This is an optimization exercise on Yosys and OpenROAD, whose aim is small area, a short achievable clock period and few clock cycles, not a production implementation.
RTL that was checked went through simulation tests only; none was proved equivalent to the original.
Power and IR drop assume default switching activity.

==> flow/design.v <==
module CPU(clk, rst, data_out, data_in, address, memwt, reg0);
input clk;
input rst;
input [15:0] data_in;
output [15:0] data_out;
output [11:0] address;
output [15:0] reg0;
output memwt;
reg [15:0] regbank [7:0];
reg [11:0] addr;       
reg [11:0] pc;         
reg        zeroflag;
reg [15:0] opa;        
reg [15:0] opb;        
reg ex_alu, ex_ldi, ex_ld, ex_st, ex_mem;
reg [2:0] ex_rd;
reg s_sum, s_and, s_or, s_xor, s_inv;
assign memwt = ex_st;
assign data_out = opa;
assign address = addr;
assign reg0 = regbank[0];
wire [15:0] g = opa & opb;
wire [15:0] p = opa ^ opb;
wire [15:0] o = opa | opb;
wire [15:0] g1, p1, g2, p2, g3, p3, g4;
genvar i;
generate
    for (i = 0; i < 16; i = i + 1) begin : pfx
        if (i & 1) begin
            assign g1[i] = g[i] | (p[i] & g[i - 1]);
            assign p1[i] = p[i] & p[i - 1];
        end else begin
            assign g1[i] = g[i];
            assign p1[i] = p[i];
        end
        if (i & 2) begin
            assign g2[i] = g1[i] | (p1[i] & g1[(i & ~3) + 1]);
            assign p2[i] = p1[i] & p1[(i & ~3) + 1];
        end else begin
            assign g2[i] = g1[i];
            assign p2[i] = p1[i];
        end
        if (i & 4) begin
            assign g3[i] = g2[i] | (p2[i] & g2[(i & ~7) + 3]);
            assign p3[i] = p2[i] & p2[(i & ~7) + 3];
        end else begin
            assign g3[i] = g2[i];
            assign p3[i] = p2[i];
        end
        if (i & 8)
            assign g4[i] = g3[i] | (p3[i] & g3[7]);
        else
            assign g4[i] = g3[i];
    end
endgenerate
wire [15:0] carry = {g4[14:0], 1'b0};     
wire [15:0] sum = (p ^ {16{s_inv}}) ^ carry;
wire [15:0] result = ({16{s_sum}} & sum) | ({16{s_and}} & g) |
                     ({16{s_or}} & o) | ({16{s_xor}} & p);
wire z_add = ~|(p ^ {o[14:0], 1'b0});
wire z_sum = s_inv ? &p : z_add;
wire z_next = (s_sum & z_sum) | (s_and & ~|g) | (s_or & ~|o) | (s_xor & ~|p) |
              ~(s_sum | s_and | s_or | s_xor);
wire [3:0] op = data_in[15:12];
wire [2:0] f = data_in[11:9];
wire [2:0] u = data_in[8:6];
wire [2:0] sa = data_in[8:6];
wire [2:0] sb = data_in[5:3];
wire fetch = ~ex_mem;
wire [11:0] seq = addr + 12'd1;
wire [15:0] rb_bank = regbank[sb];
wire [15:0] ra = (ex_alu && ex_rd == sa) ? result : regbank[sa];
wire [15:0] rb = (ex_alu && ex_rd == sb) ? result : rb_bank;
wire is_alu = (op == 4'h7);
wire un = is_alu & (f == 3'h7);                  
wire sub = is_alu & (f == 3'h1);
wire zf_now = ex_alu ? z_next : zeroflag;
wire ldst = (op == 4'h2) | (op == 4'h3);
wire hazard = ex_alu & (ex_rd == sb);
wire take = (op == 4'h5) | ((op == 4'h4) & zf_now);
wire [11:0] jx = seq;
wire [11:0] jy = data_in[11:0];
wire [11:0] jg = jx & jy;
wire [11:0] jp = jx ^ jy;
wire [11:0] jg1, jp1, jg2, jp2, jg3, jp3, jg4;
generate
    for (i = 0; i < 12; i = i + 1) begin : jpfx
        if (i & 1) begin
            assign jg1[i] = jg[i] | (jp[i] & jg[i - 1]);
            assign jp1[i] = jp[i] & jp[i - 1];
        end else begin
            assign jg1[i] = jg[i];
            assign jp1[i] = jp[i];
        end
        if (i & 2) begin
            assign jg2[i] = jg1[i] | (jp1[i] & jg1[(i & ~3) + 1]);
            assign jp2[i] = jp1[i] & jp1[(i & ~3) + 1];
        end else begin
            assign jg2[i] = jg1[i];
            assign jp2[i] = jp1[i];
        end
        if (i & 4) begin
            assign jg3[i] = jg2[i] | (jp2[i] & jg2[(i & ~7) + 3]);
            assign jp3[i] = jp2[i] & jp2[(i & ~7) + 3];
        end else begin
            assign jg3[i] = jg2[i];
            assign jp3[i] = jp2[i];
        end
        if (i & 8)
            assign jg4[i] = jg3[i] | (jp3[i] & jg3[7]);
        else
            assign jg4[i] = jg3[i];
    end
endgenerate
wire [11:0] target = jp ^ {jg4[10:0], 1'b0};
wire n_rb   = ~rst & fetch & ldst & ~hazard;
wire n_hold = ~rst & fetch & ldst & hazard;
wire n_jmp  = ~rst & fetch & ~ldst & take;
wire n_seq  = ~rst & ((fetch & ~ldst & ~take) | ex_ldi);
wire n_pc   = ~rst & ~fetch & ~ex_ldi;
wire [11:0] addr_next = ({12{n_rb}} & rb_bank[11:0]) | ({12{n_hold}} & addr) |
                        ({12{n_jmp}} & target) | ({12{n_seq}} & seq) |
                        ({12{n_pc}} & pc);
always @(posedge clk) begin
    opa <= un ? {{15{u == 3'h3}}, (u == 3'h2) | (u == 3'h3)} : ra ^ {16{sub}};
    opb <= rb ^ {16{un & (u == 3'h1)}};
    s_inv <= (f == 3'h1);
    s_sum <= (f == 3'h0) | (f == 3'h1) | (un & ~u[2]);
    s_and <= (f == 3'h2);
    s_or  <= (f == 3'h3);
    s_xor <= (f == 3'h4);
    ex_rd <= data_in[2:0];
    if (ex_alu)
        regbank[ex_rd] <= result;
    else if (ex_ldi | ex_ld)
        regbank[ex_rd] <= data_in;
    if (fetch)
        pc <= seq;
    addr <= addr_next;
    if (rst) begin
        zeroflag <= 1'b0;
        {ex_alu, ex_ldi, ex_ld, ex_st, ex_mem} <= 5'b0;
    end else begin
        zeroflag <= zf_now;
        if (fetch & ldst & hazard) begin
            {ex_alu, ex_ldi, ex_ld, ex_st, ex_mem} <= 5'b0;
        end else if (fetch) begin
            ex_alu <= is_alu;
            ex_ldi <= (op == 4'h1);
            ex_ld  <= (op == 4'h2);
            ex_st  <= (op == 4'h3);
            ex_mem <= (op == 4'h1) | ldst;
        end else begin
            {ex_alu, ex_ldi, ex_ld, ex_st, ex_mem} <= 5'b0;
        end
    end
end
endmodule
clock: 8.0 ns
lec_check: 0
abc_clock_period_in_ps: 3000
cap_margin: 20
core_margin: 2
core_utilization: 40
cts_buf_list: sky130_fd_sc_hd__clkbuf_8
cts_cluster_diameter: 100
cts_cluster_size: 30
setup_slack_margin: 5.0
slew_margin: 20
standard.sh (not shown) runs the stock make flow with config.mk's settings and CLKGATE_MAP_FILE= SYNTH_SCRIPT=/design/flow/synth_recipe.tcl, a recipe that flattens the netlist after the stock synthesis.
==> flow/flow/run.sh <==
#!/bin/bash
# The standard layout (the standard.sh), except that the port buffers are
# plain buf_1 cells: the default choice is a delay cell, slower and larger.
set -euo pipefail
bash standard.sh "BUFFER_PORTS_ARGS=-buffer_cell sky130_fd_sc_hd__buf_1" finish > standard.log 2>&1
Testbench counts at the start, summed over its fixed seeds: cycles 36,768.
Next try:
==> flow/flow/run.sh (replaced) <==
#!/bin/bash
# The standard layout (the standard.sh), except that the port buffers are
# plain buf_1 cells (the default choice is a delay cell, slower and larger),
# and synthesis leaves the adders to abc instead of first mapping them to the
# library's full and half adder cells.
set -euo pipefail
bash standard.sh "BUFFER_PORTS_ARGS=-buffer_cell sky130_fd_sc_hd__buf_1" ADDER_MAP_FILE= finish > standard.log 2>&1
Via count rose by 1.6%.
Die area rises by 0.62%.
Clock-buffer cell count is unchanged.
Worst hold slack got worse by 0.015 ns.
Global-route usage went down by 0.88 points.
Next try:
==> flow/run.sh (new file) <==
#!/bin/bash
# synth_recipe.tcl (not shown) runs the flow's synth.tcl, then flattens the netlist and writes it again
# the make line also repeats each setting of config.mk as NAME=value (left out here)
make -C /OpenROAD-flow-scripts/flow DESIGN_CONFIG=/design/flow/config.mk WORK_HOME=/design/flow/orfs CLKGATE_MAP_FILE= SYNTH_SCRIPT=/design/flow/synth_recipe.tcl finish
removed: flow/flow/run.sh
removed: flow/standard.sh
Effect: Setup slack is better by 0.48 ns. Area after synthesis falls by 0.63%. Cell area climbs by 3.8%. Sequential power shrinks by about 5%.
Next try:
==> flow/flow/run.sh (new file) <==
#!/bin/bash
# The standard layout (the standard.sh), except that the port buffers are
# plain buf_1 cells: the default choice is a delay cell, slower and larger.
set -euo pipefail
bash standard.sh "BUFFER_PORTS_ARGS=-buffer_cell sky130_fd_sc_hd__buf_1" finish > standard.log 2>&1
==> flow/standard.sh (new file) <==
#!/bin/bash
# synth_recipe.tcl (not shown) runs the flow's synth.tcl, then flattens the netlist and writes it again
# the make line also repeats each setting of config.mk as NAME=value (left out here)
make -C /OpenROAD-flow-scripts/flow DESIGN_CONFIG=/design/flow/config.mk WORK_HOME=/design/flow/orfs CLKGATE_MAP_FILE= SYNTH_SCRIPT=/design/flow/synth_recipe.tcl "${@:-finish}"
CORE_UTILIZATION = 50   (was 40)
CTS_CLUSTER_SIZE = 24   (was 30)
removed: flow/run.sh
After rerunning: Utilization climbs by 9.1 points. Hold slack improved by 0.011 ns. Via count drops by 2.4%. Clock power drops by 6.2%. Die area drops by 20%. Routed wire length drops by about 3.6%. Final area drops by 5.0%. Critical path depth climbs by 2. Final cell count drops by 7.4%.

* * *

== main ==
Another version of the RTL of CPU (not shown whole).
Size in the first run: roughly 1000 cells after synthesis, roughly 200 flip-flops, about 12000 um2 of cells after synthesis.
clock: 8.0 ns
lec_check: 0
abc_clock_period_in_ps: 3000
cap_margin: 20
core_margin: 2
core_utilization: 50
cts_buf_list: sky130_fd_sc_hd__clkbuf_8
cts_cluster_diameter: 100
cts_cluster_size: 30
setup_slack_margin: 5.0
slew_margin: 20
run.sh (not shown) runs the stock make flow with config.mk's settings and CLKGATE_MAP_FILE= SYNTH_SCRIPT=/design/flow/synth_recipe.tcl, a recipe that flattens the netlist after the stock synthesis.
Stock flow here: none of the scripts above is used.
What the feature branch does differently from main at the input level:
Settings: CORE_UTILIZATION now 40, was 50.
==> summary.txt <==
Summary: with main as the reference, number of vias per cell in the feature branch moved down by a few percent. In the feature branch relative to main, overall power of the completed layout had gone up by a few percent. The number of combinational gates with multiple inputs of main and that of the feature branch are within noise of each other. [compare] base=main new=the feature branch: wire length went up, total number of cells along the worst setup path did not really move.
No functional check of the RTL was part of any run of this note.

* * *

Another version of the RTL of CPU (not shown whole).
For scale: ~63 I/O pins, roughly 12000 sq um of cells after synthesis.
Settings: LEC_CHECK=0, CAP_MARGIN=20, CORE_MARGIN=2, CORE_UTILIZATION=40, SLEW_MARGIN=20; clock period 8.0 ns.
Then changed:
ABC_CLOCK_PERIOD_IN_PS = 3000   (was unset)
SETUP_SLACK_MARGIN = 5.0   (was unset)
Outcome:
- The changed run ran to the end with no violations
- critical path depth decreases by 2
- maximum frequency increases by 27%
- synthesized cell count is unchanged
Function was not checked in any run of this note: the RTL went through the layout flow alone.

[static timing again, ports no longer ideal]
In the flow no input, the clock included, has a driving cell. The finished layouts below were timed again as built, in two steps.
Step 1: set_driving_cell puts a clkbuf_16 on clk and a buf_2 on each other input, an assumption about the parent block.
Step 2, shift: input delay + t, output delay - t, t = (earliest + latest rising clock arrival at the registers) / 2. This alone moves slack from input paths to output paths.
Three values: ideal ports, drivers, drivers and shift; two values: the first two.
| run | t (ns) | setup WS [ns] | cell pins on the clock port's net |
|---|---|---|---|
| the first run of note 1 | 0.514 | 5.005 / 5.031 / 4.517 | 1 |
| the second run of note 1 | 0.523 | 4.476 / 4.470 / 3.947 | 1 |
| the third run of note 1 | 0.515 | 4.956 / 4.946 / 4.431 | 1 |
| the fourth run of note 1 | 0.522 | 4.953 / 4.961 / 4.439 | 1 |
| main | 0.525 | 4.649 / 4.651 / 4.126 | 1 |
| the feature branch | 0.518 | 4.653 / 4.650 / 4.132 | 1 |
| the first run of note 3 | 0.567 | 3.773 / 3.773 / 3.361 | 1 |
| the second run of note 3 | 0.577 | 4.681 / 4.681 / 4.164 | 1 |
After both steps setup and hold are still met in every run listed. For the second run of note 1, which loses most, drivers alone change the setup slack by -0.006 ns; drivers and shift together by -0.529 ns.
